Source: an optimization exercise on an open RTL-to-GDS flow (aim: small area, a short achievable clock period and few clock cycles per item). Production flows keep margins and buffers that such runs may drop.
In this exercise RTL edits were held to simulation tests only and were not proved equivalent to the original.
Power is estimated from default activity; no workload was simulated.

==> flow/design.v (outline; a module is shown in full before it is edited, if it fits) <==
// module matrix_multiply_10x10_pipelined: 905 lines
// module mm10_fa: 5 lines
// module mm10_ha: 5 lines
// module mm10_han: 5 lines
// module mm10_xor: 3 lines
module matrix_multiply_10x10_pipelined(
    input wire clk,
    input wire reset,
    input wire start,
    input wire [799:0] A,
    input wire [799:0] B,
    output reg [799:0] C,
    output reg done
);
  // ...
==> flow/flow/run.sh <==
#!/bin/bash
# The standard layout (the standard.sh, all its steps), with:
#  - the port buffers that every port gets made buf_2 cells.
# make's full output goes to standard.log.
set -euo pipefail
bash standard.sh SETUP_SLACK_MARGIN=8.5 \
  "BUFFER_PORTS_ARGS=-buffer_cell sky130_fd_sc_hd__buf_2" \
  finish > standard.log 2>&1
==> flow/standard.sh <==
#!/bin/bash
# synth_recipe.tcl (not shown) runs the flow's synth.tcl, then flattens the netlist and writes it again
# the make line also repeats each setting of config.mk as NAME=value (left out here)
make -C /OpenROAD-flow-scripts/flow DESIGN_CONFIG=/design/flow/config.mk WORK_HOME=/design/flow/orfs CLKGATE_MAP_FILE= SYNTH_SCRIPT=/design/flow/synth_recipe.tcl "${@:-finish}"
==> flow/config.mk <==
export PLATFORM = sky130hd
export DESIGN_NAME = matrix_multiply_10x10_pipelined
export DESIGN_NICKNAME = matrix_multiply_10x10_pipelined
export VERILOG_FILES = /design/flow/design.v
export SDC_FILE = /design/flow/constraint.sdc
export NUM_CORES = 4
export LEC_CHECK = 0
export CAP_MARGIN = 20
export CORE_AREA = 130 130 710 710
export DIE_AREA = 0 0 840 840
export SLEW_MARGIN = 20
export SYNTH_HIERARCHICAL = 1
==> flow/constraint.sdc <==
create_clock -name core_clock -period 12.0 [get_ports {clk}]
set_input_delay 2.4000 -clock core_clock [delete_from_list [all_inputs] [get_ports {clk}]]
set_output_delay 2.4000 -clock core_clock [all_outputs]
set_load 0.01 [all_outputs]
==> impl_metrics.py, run 1 <==
metrics = {
    "outcome": {
        "outcome": "complete, no violations",
    },
    "finish": {
        "drive_gt1_share_pct": 52.82,
        "multi_input_area_share_pct": 53.10,
    },
    "global_route": {
        "grt_use_met2_pct": 42.42,
        "use_met3_pct": 17.35,
    },
    "power": {
        "leakage_uw": 0.04946,
        "clock_power_share_pct": 48.0,
        "power_sequential_uw": 4840,
    },
    "worst_hold_path": {
        "holdCritStartpoint": "tag_a[0]",
    },
    "routing": {
        "dr.first_iter.drc_count": 12010,
        "drtPass1Iterations": 8,
    },
    "cts": {
        "clk_pin_slew_ps": 60,
        "cts_hold_buffers": 0,
        "numCtsBuffers": 163,
        "ctsResizeCount": 4731,
        "clock_latency_ps": 910,
        "htree_num_levels": 4,
    },
    "logic_synthesis": {
        "syn-num-nets": 13530,
        "synth_area_mm2": 0.1113,
        "ys_async_sr_fraction_pct": 2.295,
        "yosysMostFrequentCell": "nand2_1",
        "ys_top_cells_by_count": "3600 x nand2_1, 2130 x fa_1, 1390 x xor2_1, 800 x edfxtp_1, 520 x dfxtp_1",
    },
    "floorplanning": {
        "ios": 2404,
        "taps": 4407,
    },
    "worst_setup_path": {
        "worstSetupStartpoint": "B[117]",
        "crit_family": "XOR/XNOR gates",
    },
    "placed_design": {
        "hpwl_um": 863700,
    },
    "sta": {
        "fin_worst_skew_ps": 80.22,
    },
}
Testbench counts, summed over its fixed seeds: cycles 576, items 48.
==> run 2, diff against run 1 <==
--- a/flow/design.v
+++ b/flow/design.v
@@ -109,17 +109,17 @@
     wire [9:0] n849, n850, n851, n852, n853, n854, n855, n856, n857, n858, n859, n860, n861, n862, n863, n864;
     wire [9:0] n865, n866, n867, n868, n869, n870, n871, n872, n873, n874, n875, n876, n877, n878, n879, n880;
     wire [9:0] n881, n882, n883, n884, n885, n886, n887, n888, n889, n890, n891, n892, n893, n894, n895, n896;
     wire [9:0] n897, n898, n899, n900, n901, n902, n903, n904, n905, n906, n907, n908, n909, n910, n911, n912;
     wire [9:0] n913, n914, n915, n916, n917, n918, n919, n920, n921, n922, n923, n924, n925, n926, n927, n928;
     wire [9:0] n929, n930, n931, n932, n933, n934, n935, n936, n937, n938, n939;
     reg [9:0] r_n369, r_n394, r_n428, r_n430, r_n395, r_n432, r_n480, r_n482, r_n433, r_n484, r_n486, r_n548, r_n550, r_n485, r_n487, r_n552;
     reg [9:0] r_n554, r_n556, r_n632, r_n634, r_n553, r_n555, r_n557, r_n636, r_n638, r_n640, r_n642, r_n732, r_n734, r_n637, r_n639, r_n641;
-    reg [9:0] r_n643, r_n736, r_n738, r_n740, r_n742, r_n744, r_n741, r_n743, r_n745, r_n868, r_n869, r_n870;
+    reg [9:0] r_n643, r_n736, r_n738, r_n740, r_n742, r_n744, r_n864, r_n865, r_n741, r_n743, r_n745, r_n866, r_n867, r_n868;
     assign n1 = ~(av[0] & bv[0]);
     assign n2 = ~(av[8] & bv[8]);
     assign n3 = ~(av[16] & bv[16]);
     assign n4 = ~(av[24] & bv[24]);
     assign n5 = ~(av[32] & bv[32]);
     assign n6 = ~(av[40] & bv[40]);
     assign n7 = ~(av[48] & bv[48]);
     assign n8 = ~(av[56] & bv[56]);
@@ -723,124 +723,124 @@
     mm10_xor #(10) x52 (.a(n770), .b(n771), .y(n798));
     mm10_xor #(10) x53 (.a(n772), .b(n773), .y(n799));
     mm10_xor #(10) x54 (.a(n774), .b(n775), .y(n800));
     mm10_xor #(10) x55 (.a(n776), .b(n777), .y(n801));
     mm10_xor #(10) x56 (.a(n778), .b(n779), .y(n802));
     mm10_xor #(10) x57 (.a(n780), .b(n781), .y(n803));
     mm10_xor #(10) x58 (.a(n782), .b(n783), .y(n804));
     mm10_xor #(10) x59 (.a(n784), .b(n785), .y(n805));
-    mm10_xor #(10) x60 (.a(n786), .b(n787), .y(n806));
-    mm10_xor #(10) x61 (.a(n788), .b(n789), .y(n807));
-    mm10_xor #(10) x62 (.a(n790), .b(n791), .y(n808));
-    mm10_xor #(10) x63 (.a(n792), .b(n793), .y(n809));
-    mm10_xor #(10) x64 (.a(n794), .b(n795), .y(n810));
-    mm10_xor #(10) x65 (.a(n796), .b(n797), .y(n811));
-    mm10_xor #(10) x66 (.a(n798), .b(n799), .y(n812));
-    mm10_xor #(10) x67 (.a(n800), .b(n801), .y(n813));
-    mm10_xor #(10) x68 (.a(n802), .b(n803), .y(n814));
-    mm10_xor #(10) x69 (.a(n804), .b(n805), .y(n815));
-    mm10_xor #(10) x70 (.a(n645), .b(n647), .y(n816));
-    mm10_xor #(10) x71 (.a(n649), .b(n651), .y(n817));
-    mm10_xor #(10) x72 (.a(n653), .b(n655), .y(n818));
-    mm10_xor #(10) x73 (.a(n657), .b(n659), .y(n819));
-    mm10_xor #(10) x74 (.a(n661), .b(n663), .y(n820));
-    mm10_xor #(10) x75 (.a(n665), .b(n667), .y(n821));
-    mm10_xor #(10) x76 (.a(n669), .b(n671), .y(n822));
-    mm10_xor #(10) x77 (.a(n673), .b(n675), .y(n823));
-    mm10_xor #(10) x78 (.a(n677), .b(n679), .y(n824));
-    mm10_xor #(10) x79 (.a(n681), .b(n683), .y(n825));
-    mm10_xor #(10) x80 (.a(n685), .b(n687), .y(n826));
-    mm10_xor #(10) x81 (.a(n689), .b(n806), .y(n827));
+    mm10_xor #(10) x60 (.a(n645), .b(n647), .y(n806));
+    mm10_xor #(10) x61 (.a(n649), .b(n651), .y(n807));
+    mm10_xor #(10) x62 (.a(n653), .b(n655), .y(n808));
+    mm10_xor #(10) x63 (.a(n657), .b(n659), .y(n809));
+    mm10_xor #(10) x64 (.a(n661), .b(n663), .y(n810));
+    mm10_xor #(10) x65 (.a(n665), .b(n667), .y(n811));
+    mm10_xor #(10) x66 (.a(n669), .b(n671), .y(n812));
+    mm10_xor #(10) x67 (.a(n673), .b(n675), .y(n813));
+    mm10_xor #(10) x68 (.a(n677), .b(n679), .y(n814));
+    mm10_xor #(10) x69 (.a(n681), .b(n683), .y(n815));
+    mm10_xor #(10) x70 (.a(n685), .b(n687), .y(n816));
+    mm10_xor #(10) x71 (.a(n689), .b(n786), .y(n817));
+    mm10_xor #(10) x72 (.a(n787), .b(n788), .y(n818));
+    mm10_xor #(10) x73 (.a(n789), .b(n790), .y(n819));
+    mm10_xor #(10) x74 (.a(n791), .b(n792), .y(n820));
+    mm10_xor #(10) x75 (.a(n793), .b(n794), .y(n821));
+    mm10_xor #(10) x76 (.a(n795), .b(n796), .y(n822));
+    mm10_xor #(10) x77 (.a(n797), .b(n798), .y(n823));
+    mm10_xor #(10) x78 (.a(n799), .b(n800), .y(n824));
+    mm10_xor #(10) x79 (.a(n801), .b(n802), .y(n825));
+    mm10_xor #(10) x80 (.a(n803), .b(n804), .y(n826));
+    mm10_xor #(10) x81 (.a(n805), .b(n806), .y(n827));
     mm10_xor #(10) x82 (.a(n807), .b(n808), .y(n828));
     mm10_xor #(10) x83 (.a(n809), .b(n810), .y(n829));
     mm10_xor #(10) x84 (.a(n811), .b(n812), .y(n830));
     mm10_xor #(10) x85 (.a(n813), .b(n814), .y(n831));
     mm10_xor #(10) x86 (.a(n815), .b(n816), .y(n832));
     mm10_xor #(10) x87 (.a(n817), .b(n818), .y(n833));
     mm10_xor #(10) x88 (.a(n819), .b(n820), .y(n834));
     mm10_xor #(10) x89 (.a(n821), .b(n822), .y(n835));
     mm10_xor #(10) x90 (.a(n823), .b(n824), .y(n836));
     mm10_xor #(10) x91 (.a(n825), .b(n826), .y(n837));
-    mm10_xor #(10) x92 (.a(n827), .b(n828), .y(n838));
-    mm10_xor #(10) x93 (.a(n829), .b(n830), .y(n839));
-    mm10_xor #(10) x94 (.a(n831), .b(n832), .y(n840));
-    mm10_xor #(10) x95 (.a(n833), .b(n834), .y(n841));
-    mm10_xor #(10) x96 (.a(n835), .b(n836), .y(n842));
-    mm10_xor #(10) x97 (.a(n837), .b(n691), .y(n843));
-    mm10_xor #(10) x98 (.a(n693), .b(n695), .y(n844));
-    mm10_xor #(10) x99 (.a(n697), .b(n699), .y(n845));
-    mm10_xor #(10) x100 (.a(n701), .b(n703), .y(n846));
-    mm10_xor #(10) x101 (.a(n705), .b(n707), .y(n847));
-    mm10_xor #(10) x102 (.a(n709), .b(n711), .y(n848));
-    mm10_xor #(10) x103 (.a(n713), .b(n715), .y(n849));
-    mm10_xor #(10) x104 (.a(n717), .b(n838), .y(n850));
+    mm10_xor #(10) x92 (.a(n691), .b(n693), .y(n838));
+    mm10_xor #(10) x93 (.a(n695), .b(n697), .y(n839));
+    mm10_xor #(10) x94 (.a(n699), .b(n701), .y(n840));
+    mm10_xor #(10) x95 (.a(n703), .b(n827), .y(n841));
+    mm10_xor #(10) x96 (.a(n828), .b(n829), .y(n842));
+    mm10_xor #(10) x97 (.a(n830), .b(n831), .y(n843));
+    mm10_xor #(10) x98 (.a(n832), .b(n705), .y(n844));
+    mm10_xor #(10) x99 (.a(n707), .b(n709), .y(n845));
+    mm10_xor #(10) x100 (.a(n711), .b(n713), .y(n846));
+    mm10_xor #(10) x101 (.a(n715), .b(n717), .y(n847));
+    mm10_xor #(10) x102 (.a(n833), .b(n834), .y(n848));
+    mm10_xor #(10) x103 (.a(n835), .b(n836), .y(n849));
+    mm10_xor #(10) x104 (.a(n837), .b(n838), .y(n850));
     mm10_xor #(10) x105 (.a(n839), .b(n840), .y(n851));
     mm10_xor #(10) x106 (.a(n841), .b(n842), .y(n852));
     mm10_xor #(10) x107 (.a(n843), .b(n844), .y(n853));
     mm10_xor #(10) x108 (.a(n845), .b(n846), .y(n854));
     mm10_xor #(10) x109 (.a(n847), .b(n848), .y(n855));
-    mm10_xor #(10) x110 (.a(n849), .b(n850), .y(n856));
-    mm10_xor #(10) x111 (.a(n851), .b(n852), .y(n857));
-    mm10_xor #(10) x112 (.a(n853), .b(n854), .y(n858));
-    mm10_xor #(10) x113 (.a(n719), .b(n721), .y(n859));
-    mm10_xor #(10) x114 (.a(n855), .b(n723), .y(n860));
-    mm10_xor #(10) x115 (.a(n725), .b(n727), .y(n861));
-    mm10_xor #(10) x116 (.a(n729), .b(n731), .y(n862));
-    mm10_xor #(10) x117 (.a(n856), .b(n733), .y(n863));
-    mm10_xor #(10) x118 (.a(n735), .b(n857), .y(n864));
+    mm10_xor #(10) x110 (.a(n849), .b(n719), .y(n856));
+    mm10_xor #(10) x111 (.a(n721), .b(n850), .y(n857));
+    mm10_xor #(10) x112 (.a(n851), .b(n723), .y(n858));
+    mm10_xor #(10) x113 (.a(n725), .b(n727), .y(n859));
+    mm10_xor #(10) x114 (.a(n729), .b(n731), .y(n860));
+    mm10_xor #(10) x115 (.a(n852), .b(n853), .y(n861));
+    mm10_xor #(10) x116 (.a(n854), .b(n855), .y(n862));
+    mm10_xor #(10) x117 (.a(n733), .b(n735), .y(n863));
+    mm10_xor #(10) x118 (.a(n856), .b(n857), .y(n864));
     mm10_xor #(10) x119 (.a(n858), .b(n859), .y(n865));
     mm10_xor #(10) x120 (.a(n860), .b(n861), .y(n866));
     mm10_xor #(10) x121 (.a(n862), .b(n863), .y(n867));
-    mm10_xor #(10) x122 (.a(n864), .b(n865), .y(n868));
-    mm10_xor #(10) x123 (.a(n866), .b(n737), .y(n869));
-    mm10_xor #(10) x124 (.a(n739), .b(n867), .y(n870));
-    mm10_fa #(10) f191 (.a(r_n395), .b(r_n428), .c(r_n430), .s(n871), .co(n872));
-    mm10_han #(10) h1 (.a(r_n432), .b(n871), .s(n873), .co(n874));
-    mm10_fa #(10) f192 (.a(r_n433), .b(r_n480), .c(r_n482), .s(n875), .co(n876));
-    mm10_fa #(10) f193 (.a(r_n484), .b(r_n486), .c(n872), .s(n877), .co(n878));
-    assign n879 = ~n874;
-    mm10_fa #(10) f194 (.a(n875), .b(n879), .c(n877), .s(n880), .co(n881));
-    mm10_fa #(10) f195 (.a(r_n485), .b(r_n487), .c(r_n548), .s(n882), .co(n883));
-    mm10_fa #(10) f196 (.a(r_n550), .b(r_n552), .c(r_n554), .s(n884), .co(n885));
-    mm10_fa #(10) f197 (.a(r_n556), .b(n876), .c(n882), .s(n886), .co(n887));
-    mm10_fa #(10) f198 (.a(n884), .b(n878), .c(n886), .s(n888), .co(n889));
-    mm10_han #(10) h2 (.a(n881), .b(n888), .s(n890), .co(n891));
-    mm10_fa #(10) f199 (.a(r_n553), .b(r_n555), .c(r_n557), .s(n892), .co(n893));
-    mm10_fa #(10) f200 (.a(r_n632), .b(r_n634), .c(r_n636), .s(n894), .co(n895));
-    mm10_fa #(10) f201 (.a(r_n638), .b(r_n640), .c(r_n642), .s(n896), .co(n897));
-    mm10_fa #(10) f202 (.a(n883), .b(n885), .c(n892), .s(n898), .co(n899));
-    mm10_fa #(10) f203 (.a(n894), .b(n896), .c(n887), .s(n900), .co(n901));
-    mm10_fa #(10) f204 (.a(n898), .b(n889), .c(n900), .s(n902), .co(n903));
-    assign n906 = ~n902;
-    mm10_ha #(10) h3 (.a(n891), .b(n906), .s(n904), .co(n905));
-    mm10_fa #(10) f205 (.a(r_n637), .b(r_n639), .c(r_n641), .s(n907), .co(n908));
-    mm10_fa #(10) f206 (.a(r_n643), .b(r_n732), .c(r_n734), .s(n909), .co(n910));
-    mm10_fa #(10) f207 (.a(r_n736), .b(r_n738), .c(r_n740), .s(n911), .co(n912));
-    mm10_fa #(10) f208 (.a(r_n742), .b(r_n744), .c(n893), .s(n913), .co(n914));
-    mm10_fa #(10) f209 (.a(n895), .b(n897), .c(n907), .s(n915), .co(n916));
-    mm10_fa #(10) f210 (.a(n909), .b(n911), .c(n899), .s(n917), .co(n918));
-    mm10_fa #(10) f211 (.a(n913), .b(n915), .c(n901), .s(n919), .co(n920));
-    mm10_fa #(10) f212 (.a(n917), .b(n903), .c(n919), .s(n921), .co(n922));
-    assign n925 = ~n921;
-    mm10_ha #(10) h4 (.a(n905), .b(n925), .s(n923), .co(n924));
-    mm10_xor #(10) x125 (.a(r_n741), .b(r_n743), .y(n926));
-    mm10_xor #(10) x126 (.a(r_n745), .b(r_n868), .y(n927));
-    mm10_xor #(10) x127 (.a(r_n869), .b(r_n870), .y(n928));
+    mm10_xor #(10) x122 (.a(n737), .b(n739), .y(n868));
+    mm10_fa #(10) f191 (.a(r_n395), .b(r_n428), .c(r_n430), .s(n869), .co(n870));
+    mm10_han #(10) h1 (.a(r_n432), .b(n869), .s(n871), .co(n872));
+    mm10_fa #(10) f192 (.a(r_n433), .b(r_n480), .c(r_n482), .s(n873), .co(n874));
+    mm10_fa #(10) f193 (.a(r_n484), .b(r_n486), .c(n870), .s(n875), .co(n876));
+    assign n877 = ~n872;
+    mm10_fa #(10) f194 (.a(n873), .b(n877), .c(n875), .s(n878), .co(n879));
+    mm10_fa #(10) f195 (.a(r_n485), .b(r_n487), .c(r_n548), .s(n880), .co(n881));
+    mm10_fa #(10) f196 (.a(r_n550), .b(r_n552), .c(r_n554), .s(n882), .co(n883));
+    mm10_fa #(10) f197 (.a(r_n556), .b(n874), .c(n880), .s(n884), .co(n885));
+    mm10_fa #(10) f198 (.a(n882), .b(n876), .c(n884), .s(n886), .co(n887));
+    mm10_han #(10) h2 (.a(n879), .b(n886), .s(n888), .co(n889));
+    mm10_fa #(10) f199 (.a(r_n553), .b(r_n555), .c(r_n557), .s(n890), .co(n891));
+    mm10_fa #(10) f200 (.a(r_n632), .b(r_n634), .c(r_n636), .s(n892), .co(n893));
+    mm10_fa #(10) f201 (.a(r_n638), .b(r_n640), .c(r_n642), .s(n894), .co(n895));
+    mm10_fa #(10) f202 (.a(n881), .b(n883), .c(n890), .s(n896), .co(n897));
+    mm10_fa #(10) f203 (.a(n892), .b(n894), .c(n885), .s(n898), .co(n899));
+    mm10_fa #(10) f204 (.a(n896), .b(n887), .c(n898), .s(n900), .co(n901));
+    assign n904 = ~n900;
+    mm10_ha #(10) h3 (.a(n889), .b(n904), .s(n902), .co(n903));
+    mm10_fa #(10) f205 (.a(r_n637), .b(r_n639), .c(r_n641), .s(n905), .co(n906));
+    mm10_fa #(10) f206 (.a(r_n643), .b(r_n732), .c(r_n734), .s(n907), .co(n908));
+    mm10_fa #(10) f207 (.a(r_n736), .b(r_n738), .c(r_n740), .s(n909), .co(n910));
+    mm10_fa #(10) f208 (.a(r_n742), .b(r_n744), .c(n891), .s(n911), .co(n912));
+    mm10_fa #(10) f209 (.a(n893), .b(n895), .c(n905), .s(n913), .co(n914));
+    mm10_fa #(10) f210 (.a(n907), .b(n909), .c(n897), .s(n915), .co(n916));
+    mm10_fa #(10) f211 (.a(n911), .b(n913), .c(n899), .s(n917), .co(n918));
+    mm10_fa #(10) f212 (.a(n915), .b(n901), .c(n917), .s(n919), .co(n920));
+    assign n923 = ~n919;
+    mm10_ha #(10) h4 (.a(n903), .b(n923), .s(n921), .co(n922));
+    mm10_xor #(10) x123 (.a(r_n741), .b(r_n743), .y(n924));
+    mm10_xor #(10) x124 (.a(r_n745), .b(r_n864), .y(n925));
+    mm10_xor #(10) x125 (.a(r_n865), .b(r_n866), .y(n926));
+    mm10_xor #(10) x126 (.a(r_n867), .b(r_n868), .y(n927));
+    mm10_xor #(10) x127 (.a(n924), .b(n925), .y(n928));
     mm10_xor #(10) x128 (.a(n926), .b(n927), .y(n929));
-    mm10_xor #(10) x129 (.a(n928), .b(n929), .y(n930));
-    mm10_xor #(10) x130 (.a(n908), .b(n910), .y(n931));
-    mm10_xor #(10) x131 (.a(n912), .b(n930), .y(n932));
-    mm10_xor #(10) x132 (.a(n931), .b(n932), .y(n933));
-    mm10_xor #(10) x133 (.a(n914), .b(n916), .y(n934));
+    mm10_xor #(10) x129 (.a(n906), .b(n908), .y(n930));
+    mm10_xor #(10) x130 (.a(n910), .b(n928), .y(n931));
+    mm10_xor #(10) x131 (.a(n929), .b(n930), .y(n932));
+    mm10_xor #(10) x132 (.a(n931), .b(n912), .y(n933));
+    mm10_xor #(10) x133 (.a(n932), .b(n914), .y(n934));
     mm10_xor #(10) x134 (.a(n933), .b(n934), .y(n935));
-    mm10_xor #(10) x135 (.a(n935), .b(n918), .y(n936));
-    mm10_xor #(10) x136 (.a(n936), .b(n920), .y(n937));
-    mm10_xor #(10) x137 (.a(n937), .b(n922), .y(n938));
-    mm10_xor #(10) x138 (.a(n938), .b(n924), .y(n939));
+    mm10_xor #(10) x135 (.a(n916), .b(n935), .y(n936));
+    mm10_xor #(10) x136 (.a(n936), .b(n918), .y(n937));
+    mm10_xor #(10) x137 (.a(n937), .b(n920), .y(n938));
+    mm10_xor #(10) x138 (.a(n938), .b(n922), .y(n939));
     always @(posedge clk) begin
         r_n369 <= n369;
         r_n394 <= n394;
         r_n428 <= n428;
         r_n430 <= n430;
         r_n395 <= n395;
         r_n432 <= n432;
         r_n480 <= n480;
@@ -870,30 +870,32 @@
         r_n639 <= n639;
         r_n641 <= n641;
         r_n643 <= n643;
         r_n736 <= n736;
         r_n738 <= n738;
         r_n740 <= n740;
         r_n742 <= n742;
         r_n744 <= n744;
+        r_n864 <= n864;
+        r_n865 <= n865;
         r_n741 <= n741;
         r_n743 <= n743;
         r_n745 <= n745;
+        r_n866 <= n866;
+        r_n867 <= n867;
         r_n868 <= n868;
-        r_n869 <= n869;
-        r_n870 <= n870;
     end
     assign pw[0] = r_n369;
     assign pw[1] = ~r_n394;
-    assign pw[2] = n873;
-    assign pw[3] = ~n880;
-    assign pw[4] = n890;
-    assign pw[5] = n904;
-    assign pw[6] = n923;
+    assign pw[2] = n871;
+    assign pw[3] = ~n878;
+    assign pw[4] = n888;
+    assign pw[5] = n902;
+    assign pw[6] = n921;
     assign pw[7] = ~n939;
     generate
         for (g = 0; g < 1; g = g + 1) begin : cg
             for (t = 0; t < 10; t = t + 1) begin : crow
                 for (j = 0; j < 10; j = j + 1) begin : ccol
                     always @(posedge clk) begin
                         if (tag_r[t])
                             C[8*(10*(10*g + t) + j) +: 8] <= {pw[7][10*g + j], pw[6][10*g + j], pw[5][10*g + j], pw[4][10*g + j],
==> flow/flow/run.sh (replaced) <==
#!/bin/bash
# The standard layout (the standard.sh, all its steps), with:
#  - the port buffers that every port gets made buf_2 cells.
# make's full output goes to standard.log.
set -euo pipefail
bash standard.sh SETUP_SLACK_MARGIN=7.9 \
  "BUFFER_PORTS_ARGS=-buffer_cell sky130_fd_sc_hd__buf_2" \
  finish > standard.log 2>&1
==> run 2 against run 1 <==
  * Die area stayed put
  * Final cell count is 2.5% higher
  * Global-route usage is 0.25 points lower
  * Final area is 12% lower
  * Combinational power is 37% lower
  * Clock power is 1% higher
  * Hold slack worse by 6.1 ps
  * Fmax is 3.3% lower
  * Largest power group unchanged
  * Sequential cell count is 20 higher
  * Largest cell class unchanged
  * Critical endpoint is now r_n642[9]
  * Total power is 1.8% lower
==> impl_metrics.py, run 2 <==
metrics = {
    "outcome": {
        "outcome": "complete, no violations",
    },
    "placed_design": {
        "place.gp.congestion": 0.9706,
        "port_buffers": 2403,
        "hpwl_um": 870600,
        "postPlaceCellArea_mm2": 0.1320,
        "numPlacedInstances": 16120,
    },
    "worst_setup_path": {
        "r2r_start": "arow[2]",
        "cp_max_fo": 30,
        "critPathCapture": "r_n642[9]",
        "cp-end-kind": "flop",
        "crit_path_frequent_cell": "fa_2",
        "r2r_slack_ps": 7850,
        "worstSetupStartpoint": "arow[2]",
        "startpoint_type": "flop",
        "path_cells": "buf_4, buf_4, nand2_1, fa_2, fa_1, fa_2, fa_2",
        "path_class": "reg -> reg",
        "slowest_delay_ps": 710,
        "slowest_stage": "buf_4",
        "required_ps": 12790,
        "arrival_ps": 4940,
        "r2r_cells": 7,
        "r2r-end": "r_n642[9]",
    },
    "logic_synthesis": {
        "synth_area_mm2": 0.1117,
        "yosysMostFrequentCell": "nand2_1",
        "avgSynthCellArea_um2": 11.44,
        "ys_async_sr_fraction_pct": 2.261,
        "yosysTopAreaCellShare_pct": 38.16,
        "synth_cell_type_count": 23,
        "synth.area.top_cells": "fa_1 38%, edfxtp_1 22%, nand2_1 12%",
        "synth_warnings": 7,
        "ys.flop_type": "edfxtp_1",
        "synth_top_area_cell": "fa_1",
        "synth_edf_count": 800,
        "ys_seq_elements": 1371,
        "ys_top_cells_by_count": "3600 x nand2_1, 2130 x fa_1, 1390 x xor2_1, 800 x edfxtp_1, 540 x dfxtp_1",
        "synthCells": 9767,
        "syn-num-nets": 13550,
        "ys_seq_area_share_pct": 31.87,
    },
    "routing": {
        "routed_wl_um": 1011000,
        "viasPerCell": 5.666,
        "num_vias": 99920,
        "wire_per_inst_um": 57.35,
        "drtPass1Iterations": 9,
        "drc": 0,
        "dr.first_iter.drc_count": 12310,
        "ant_nets": 0,
    },
    "power": {
        "power.density_mw_per_mm2": 77.57,
        "peakVddDrop_mv": 0.1260,
        "leakage_uw": 0.03804,
    },
    "finish": {
        "nets": 15660,
        "final_cell_mix": "3369 x nand2_1, 2396 x buf_2, 1387 x xor2_1",
        "largestRegisters": "C: 800 flops, arow: 80 flops",
        "seqCellArea_mm2": 0.03594,
        "area_growth_syn_to_layout_pct": 26.11,
        "multi_input_area_mm2": 0.07702,
        "drive_gt1_share_pct": 35.49,
        "layout_commonest_cell": "nand2_1",
        "fillers": 32750,
        "final_cells": 17630,
        "fin_area_mm2": 0.1409,
        "regMostFlops": "C",
        "largest_reg_flops": 800,
    },
    "cts": {
        "numCtsBuffers": 166,
        "clock_sinks": 1371,
        "cts-root-buf": "clkbuf_16",
        "cts_tree": "yes",
        "clk_pin_slew_ps": 70,
        "cts-root-to-sink-buffers": 4,
        "htree_num_levels": 4,
        "clock_latency_ps": 920,
    },
    "global_route": {
        "grt_overflow": 0,
        "grt_pass1_vias": 95270,
        "grt.total_usage_pct": 25.18,
        "grt_max_degree": 60,
        "grt_pass1_wl_um": 1220000,
        "antenna_found_initial": 1561,
    },
    "floorplanning": {
        "core_mm2": 0.3358,
        "die_w_um": 840,
        "start_util_pct": 33.27,
        "ios": 2404,
        "die_area_mm2": 0.7056,
        "die_h_um": 840,
        "num_rows": 213,
    },
    "sta": {
        "hold_viol": 0,
        "setup_tns_ps": 0,
        "period_share_pct": 34.55,
        "max_freq_mhz": 241.2,
        "fin_worst_skew_ps": 105.5,
        "relSlewSlack_pct": 19.27,
        "drv_slew": 0,
        "whs_ps": 339.4,
        "rsz0062_at_grt": "no",
        "setup_viol": 0,
        "worst_pin_slew_ps": 1211,
        "finalCriticalPeriod_ps": 4146,
    },
    "job": {
        "max-cap-violations": 0,
    },
    "worst_hold_path": {
        "hp-class": "reg -> reg",
    },
}
run 2: logic make-up (layout without fill, tap and decap cells):
logic type	count (synthesis)	after routing	share of synthesized area, %
XOR/XNOR	1390	1390	10.90
other	0	1213	0
multiplexers	8	8	0.08063
AND/OR/NAND/NOR	3694	3694	12.62
buffers and inverters	723	2970	2.567
AO/OA/AOI/OAI	401	401	3.243
flip-flops	1371	1371	31.87
adder cells (fa/ha/maj)	2180	2180	38.72
run 2: power breakdown:
group	switching (µW)	internal [µW]
Combinational	398	201
Sequential	0.00000000000000448	4910
Clock	2320	3110
Total	2710	8220
run 2: per-stage QoR:
step,utilization (%),setup slack (ps),total power [µW]
floorplan,-,7384,5127
global placement,39.30,7006,5574
detailed placement,39.30,6988,5579
CTS,41.03,7901,10950
global route,41.81,7863,11170
finish,41.96,7854,10930
run 2: how the worst min path moves through the flow:
stage	startpoint	to	slack (ps)	depth (start not counted)
floorplan	tag_a[0]	tag_r[0]	330	0
detailed placement	tag_a[0]	tag_r[0]	330	0
CTS	tag_a[4]	tag_r[4]	330	0
global route	tag_a[4]	tag_r[4]	340	0
finish	tag_a[3]	tag_r[3]	340	0
global placement	tag_a[0]	tag_r[0]	330	0
run 2: cell type report:
cell class	count	area share, %
Sequential cell	1371	25.51
Tap cell	4407	3.914
Clock buffer	195	3.076
Timing Repair Buffer	2537	9.341
Inverter	131	0.3517
Multi-Input combinational cell	7673	54.67
Antenna cell	1213	2.154
Clock inverter	107	0.9893
run 2: layer usage:
| metal | track usage (%) | share of wire (%) |
|---|---|---|
| met4 | 19.83 | 9.0 |
| met2 | 41.09 | 48 |
| met5 | 0.006651 | 0.38 |
| met1 | 21.88 | 28 |
| met3 | 15.43 | 15 |
run 2: critical path: cells and delay by family, from the launching register on:
kind / cells / cell delay [ps]
buffers and inverters: 2 / 1200
flip-flops: 1 / 350
adder cells (fa/ha/maj): 4 / 2120
AND/OR/NAND/NOR: 1 / 190
run 2: what timing repair did:
item | in CTS | in global routing
hold buffers | 0 | 0
endpoints found under the setup margin | 157 | 31
hold endpoints to repair | 0 | 0
setup buffers | 1 | 1
cloned | 0 | 0
resized for setup | 19 | 18
Testbench counts of run 2, summed over its fixed seeds: cycles 576, items 48.
==> run 3, diff against run 2 <==
--- a/flow/flow/run.sh
+++ b/flow/flow/run.sh
@@ -5,3 +5,3 @@
 set -euo pipefail
-bash standard.sh SETUP_SLACK_MARGIN=7.9 \
+bash standard.sh SETUP_SLACK_MARGIN=8.1 \
   "BUFFER_PORTS_ARGS=-buffer_cell sky130_fd_sc_hd__buf_2" \
==> run 3 against run 2 <==
  * Synthesized area unchanged
  * Still clean on timing, DRC and antenna
  * Synthesized cell count unchanged
  * Critical path type unchanged
  * Final cell count down 0.27%
  * Clock power down 3.7%
==> impl_metrics.py, run 3 <==
metrics = {
    "outcome": {
        "outcome": "complete, no violations",
    },
    "logic_synthesis": {
        "synth_compound_area_share_pct": 3.243,
        "synthMuxAreaShare_pct": 0.08063,
        "ys_seq_elements": 1371,
        "yosysMostFrequentCell": "nand2_1",
        "synth-simple-area-share_pct": 12.62,
        "synth_cell_type_count": 23,
        "synth_top_family_by_area": "adder cells",
        "yosysTopAreaCellShare_pct": 38.16,
        "synth_xor_area_share_pct": 10.90,
        "synth_edf_count": 800,
        "ys_async_sr_fraction_pct": 2.261,
        "synth_area_mm2": 0.1117,
        "ys.flop_type": "edfxtp_1",
        "ys_top_cells_by_count": "3600 x nand2_1, 2130 x fa_1, 1390 x xor2_1, 800 x edfxtp_1, 540 x dfxtp_1",
        "syn-num-nets": 13550,
        "synthAdderAreaFrac_pct": 38.72,
        "synthCells": 9767,
        "synth.area.top_cells": "fa_1 38%, edfxtp_1 22%, nand2_1 12%",
        "avgSynthCellArea_um2": 11.44,
        "ys_seq_area_share_pct": 31.87,
        "synth_top_area_cell": "fa_1",
        "synth_warnings": 7,
    },
    "floorplanning": {
        "num_rows": 213,
        "ios": 2404,
        "core_mm2": 0.3358,
        "start_util_pct": 33.27,
        "die_h_um": 840,
        "die_w_um": 840,
        "die_area_mm2": 0.7056,
    },
    "worst_setup_path": {
        "required_ps": 12810,
        "arrival_ps": 4790,
        "path_class": "reg -> reg",
        "startpoint_type": "flop",
        "cp-end-kind": "flop",
        "r2r_cells": 6,
        "cp_max_fo": 42,
    },
    "sta": {
        "rsz0062_at_grt": "yes",
        "setup_tns_ps": 0,
        "max_freq_mhz": 251.1,
        "relSlewSlack_pct": 15.00,
        "setup_viol": 0,
        "worst_pin_slew_ps": 1275,
        "fin_worst_skew_ps": 100.3,
        "finalCriticalPeriod_ps": 3982,
        "hold_viol": 0,
        "drv_slew": 0,
        "period_share_pct": 33.18,
    },
    "finish": {
        "area_growth_syn_to_layout_pct": 31.44,
        "largestRegisters": "C: 800 flops, arow: 80 flops",
        "regMostFlops": "C",
        "layout_commonest_cell": "nand2_1",
        "drive_gt1_share_pct": 38.52,
        "final_util_pct": 43.73,
        "final_cell_mix": "3206 x nand2_1, 1474 x buf_2, 1371 x xor2_1",
        "largest_reg_flops": 800,
        "nets": 15680,
    },
    "cts": {
        "cts_tree": "yes",
        "numCtsBuffers": 163,
        "clock_sinks": 1371,
        "clock_latency_ps": 930,
        "cts-root-to-sink-buffers": 4,
        "cts-root-buf": "clkbuf_16",
        "htree_num_levels": 4,
        "clk_pin_slew_ps": 60,
        "cts_hold_buffers": 0,
    },
    "power": {
        "clock_power_share_pct": 48.4,
        "leakage_uw": 0.04115,
        "p_sw_share_pct": 25.06,
        "power.density_mw_per_mm2": 73.38,
        "p_int_uw": 8076,
        "peakVddDrop_mv": 0.1226,
        "power_frac_seq_pct": 45.5,
        "p_sw_uw": 2700,
        "p_comb_share_pct": 6.0,
    },
    "routing": {
        "viasPerCell": 5.687,
        "dr.first_iter.drc_count": 11940,
        "num_vias": 100000,
        "drc": 0,
        "wire_per_inst_um": 57.94,
        "routed_wl_um": 1019000,
        "ant_nets": 0,
        "drtPass1Iterations": 6,
    },
    "placed_design": {
        "place.gp.congestion": 0.9944,
        "port_buffers": 2403,
        "hpwl_um": 870200,
    },
    "global_route": {
        "grt.total_usage_pct": 25.31,
        "grt_pass1_wl_um": 1223000,
        "antenna_found_initial": 1454,
        "grt_pass1_vias": 95070,
        "grt_max_degree": 59,
        "grt_overflow": 0,
    },
    "worst_hold_path": {
        "worstHoldPathCells": 0,
        "hp-class": "reg -> reg",
    },
    "job": {
        "max-cap-violations": 0,
    },
}
## run 3: power by group through the flow
stage	clock network [µW]	logic (µW)	registers, µW
floorplan	0	107	5020
global placement	0	561	5010
detailed placement	0	565	5010
CTS	5270	587	4910
global route	5450	649	4910
finish	5220	647	4910
## run 3: kinds of logic after synthesis
kind of cell	Yosys count
AND/OR/NAND/NOR	3694
flip-flops	1371
XOR/XNOR	1390
multiplexers	8
AO/OA/AOI/OAI	401
buffers and inverters	723
adder cells (fa/ha/maj)	2180
## run 3: final timing paths
check                      slack [ps]         to     start
hold reg to reg                   350   tag_r[0]  tag_a[0]
setup reg to reg                 8020  r_n740[5]   arow[0]
min in group asynchronous        1650       done     reset
hold / removal                    350   tag_r[0]  tag_a[0]
max in group asynchronous       10010   tag_r[2]     reset
setup / recovery                 8020  r_n740[5]   arow[0]
## run 3: metrics by stage
stage	area, µm²	std cells	power [µW]	hold WS [ps]	setup slack, ps
6_report	146900	17590	10780	347.6	8018
4_1_cts	142100	16420	10760	343.3	7973
3_5_place_dp	132100	16120	5575	334.7	6922
2_1_floorplan	116900	9767	5131	331.2	7384
5_1_grt	146400	17390	11000	350.7	8002
3_3_place_gp	132100	16120	5571	331.4	6907
## run 3: repair_timing
action	4_1_cts	5_1_grt
endpoints found under the setup margin	931	396
pin swaps	56	376
gates resized for setup	1421	631
cloned	0	0
setup buffers	9	13
## run 3: area by class of cell
class / instances / area [µm²]
inverter: 131 / 498.0
timing repair buffer: 2555 / 18460
sequential: 1371 / 35940
clock inverter: 93 / 1114
antenna: 1154 / 2888
multi-input combinational: 7673 / 78100
tap: 4407 / 5514
fill: 31920 / 188900
clock buffer: 202 / 4338
## run 3: worst max-delay path, cell delays in order, from the launching register on
cell	delay [ps]
dfxtp_4	840
buf_6	510
nand2_1	290
fa_2	640
fa_2	480
fa_2	430
fa_2	520
## run 3: per-layer routing
layer  GRT usage, %  up-vias  share of wire [%]
met5        0.03990        -               0.37
met4          19.58      582                9.4
met3          16.32     3936                 15
met2          41.81     9698                 48
met1          21.26    49540                 27
li1               -    36260                  -

## port drivers added, routing unchanged
How much do the figures lean on ideal ports? The routed layouts below were timed once more, with nothing changed but the port constraints.
Step 1 (the two cells are an assumption about what drives the block):
set clk [get_ports {clk}]
set_driving_cell -lib_cell sky130_fd_sc_hd__clkbuf_16 $clk
set_driving_cell -lib_cell sky130_fd_sc_hd__buf_2 [delete_from_list [all_inputs] $clk]
Step 2, shift: input delay + t, output delay - t, t = (earliest + latest rising clock arrival at the registers) / 2. This alone moves slack from input paths to output paths.
a / b / c = ideal ports / drivers / drivers and shift; a / b = the first two.
| run | t (ns) | setup WS [ns] | hold WS [ns] | worst setup path at the end | worst register clock-pin slew, ns |
|---|---|---|---|---|---|
| run 1 | 0.999 | 7.989 / 7.773 / 6.774 | 0.345 / 0.345 / 0.345 | input to register | 0.08 / 0.08 |
| run 2 | 0.982 | 7.854 / 7.666 / 6.684 | 0.339 / 0.339 / 0.339 | input to register | 0.07 / 0.07 |
| run 3 | 1.004 | 8.018 / 7.786 / 6.781 | 0.348 / 0.348 / 0.348 | input to register | 0.08 / 0.08 |
After both steps setup and hold are still met in every run listed. For run 3, which loses most, drivers alone change the setup slack by -0.232 ns; drivers and shift together by -1.237 ns.
